From an optimization exercise on the open Yosys and OpenROAD flow, aimed at small area and a short achievable clock period; shortcuts taken in it are not production practice.
Function was checked by simulation only, so behaviour that the tests miss may differ from the original.

== the previous run ==
==> flow/design.v (excerpt) <==
module fir_direct_nom (
    input              clk,
    input              rst,
    input  signed [4:0] in,
    output signed [4:0] out,
    input  [249:0]     tap_coeffs
);
clock: 12.0 ns
lec_check: 0
cap_margin: 20
core_margin: 2
core_utilization: 40
cts_buf_list: sky130_fd_sc_hd__clkbuf_8
cts_cluster_diameter: 50
cts_cluster_size: 16
place_density: 0.7
slew_margin: 20
synth_hierarchical: 1
synth_minimum_keep_size: 0
standard.sh (not shown) runs the stock make flow with config.mk's settings and CLKGATE_MAP_FILE= SYNTH_SCRIPT=/design/flow/synth_recipe.tcl, a recipe that flattens the netlist after the stock synthesis.
==> flow/flow/run.sh <==
#!/bin/bash
# ORFS layout (the standard.sh) in three calls:
#  1. synthesis to placement as standard, with plain buf_2 port buffers;
#  2. CTS and 3. routing to finish, with timing repair aimed at a setup
#     slack margin and at the worst paths only.
set -e
export BUFFER_PORTS_ARGS="-buffer_cell sky130_fd_sc_hd__buf_2"
bash standard.sh synth floorplan place > standard_place.log 2>&1
export SETUP_SLACK_MARGIN=7.4
export TNS_END_PERCENT=0
bash standard.sh cts > standard_cts.log 2>&1
bash standard.sh > standard_finish.log 2>&1
### the previous run -> the current run
- a deleted PLACE_DENSITY that had been 0.7
- a change of CORE_UTILIZATION from 40 to 55
### Flow results
Lower final standard cell area without fillers was reported by the previous run, not the current run.
Diff the previous run -> the current run: fraction of met2 tracks used by global routing went up by 17 points; number of buffers outside the clock class in the layout shows no meaningful change.
Taking the previous run as the reference point, the effective utilization at floorplan of the current run rises by 15 points.
Per the comparison of the current run with the previous run, number of buffers created by CTS moved up, total wire length after detailed routing moved up, worst hold-check slack moved down.

job 4721:
fir_direct_nom, a different RTL version from the one above (not shown whole).
For scale: ~2900 cells after synthesis, ~430 flip-flops, ~260 I/O pins.
==> flow/config.mk <==
export PLATFORM = sky130hd
export DESIGN_NAME = fir_direct_nom
export DESIGN_NICKNAME = fir_direct_nom
export VERILOG_FILES = /design/flow/design.v
export SDC_FILE = /design/flow/constraint.sdc
export NUM_CORES = 4
export LEC_CHECK = 0
export CAP_MARGIN = 20
export CORE_MARGIN = 2
export CORE_UTILIZATION = 40
export CTS_BUF_LIST = sky130_fd_sc_hd__clkbuf_8
export CTS_CLUSTER_DIAMETER = 60
export CTS_CLUSTER_SIZE = 20
export PLACE_DENSITY = 0.7
export SLEW_MARGIN = 20
export SYNTH_HIERARCHICAL = 1
export SYNTH_MINIMUM_KEEP_SIZE = 0
==> flow/constraint.sdc <==
create_clock -name core_clock -period 12.0 [get_ports {clk}]
set_input_delay 2.4000 -clock core_clock [delete_from_list [all_inputs] [get_ports {clk}]]
set_output_delay 2.4000 -clock core_clock [all_outputs]
set_load 0.01 [all_outputs]
Scripts as last shown in full above: flow/flow/run.sh
Both conditions hold for job 4721: the flow ran to the end and the final layout passed the timing, design-rule and antenna checks.
Setup changes, job 4721 to job 2494
Settings: a change of CTS_CLUSTER_SIZE from 20 to 16; a change of CTS_CLUSTER_DIAMETER from 60 to 50.
--- outcome ---
- Across job 2494 and job 4721, the outcome is the same: a clean finish for every run.
- Diff job 2494..job 4721 | number of I/O port buffers | negligible
- Summary of job 2494 over job 4721: share of the clock period used by the worst path lower.
- Compared to job 4721, job 2494 reaches a higher achievable clock.
- | design area | job 2494 vs job 4721 | ≈ equal |
diff inputs: job 2494 => job 2885
Settings: ABC_AREA now 1, previously not set.
Delta (job 2885 minus job 2494): critical path depth shows an increase of 1, synthesized-area fraction occupied by ao, oa, aoi and oai cells shows a reduction of 0.15 points, relative area change from synthesis to final layout shows an increase of 3.3 points. Proportion of layout cells with a drive suffix above 1 was higher in the run labelled job 2885. The higher final critical-path setup slack of job 2885 and job 2494 is in job 2885. Proportion of synthesized area in mux cells: job 2494 vs job 2885, no meaningful difference. Note that the number of design-rule violations left by the first detailed-router iteration recorded for job 2885 amounts to 0.950 times the value seen in job 2494. Going from job 2494 to job 2885, global-route usage shrinks by 0.34 points. Design area grows by a few percent when moving from job 2494 to job 2885.

separate check: timing with driven ports:
The results above use ideal ports. As a check the final layouts listed here were re-extracted and re-timed, cells and wires unchanged.
Step 1: set_driving_cell puts a clkbuf_16 on clk and a buf_2 on each other input, an assumption about the parent block.
Step 2 times the ports against the registers' clock, not the clock port: input delays grow and output delays shrink by t, the midpoint of the rising clock arrivals with the driver on.
Slacks: no drivers / after step 1 / after step 2; pairs: no drivers / after step 1.
run	shift t [ns]	setup WS [ns]	pins driven straight from the clock port
the previous run	0.760	7.232 / 7.214 / 6.454	1
the current run	0.738	7.210 / 7.245 / 6.507	1
job 4721	0.751	7.111 / 7.157 / 6.406	1
job 2494	0.787	7.141 / 7.122 / 6.388	1
job 2885	0.737	7.199 / 7.197 / 6.460	1
After both steps setup and hold are still met in every run listed. For the previous run, which loses most, drivers alone change the setup slack by -0.018 ns; drivers and shift together by -0.778 ns.
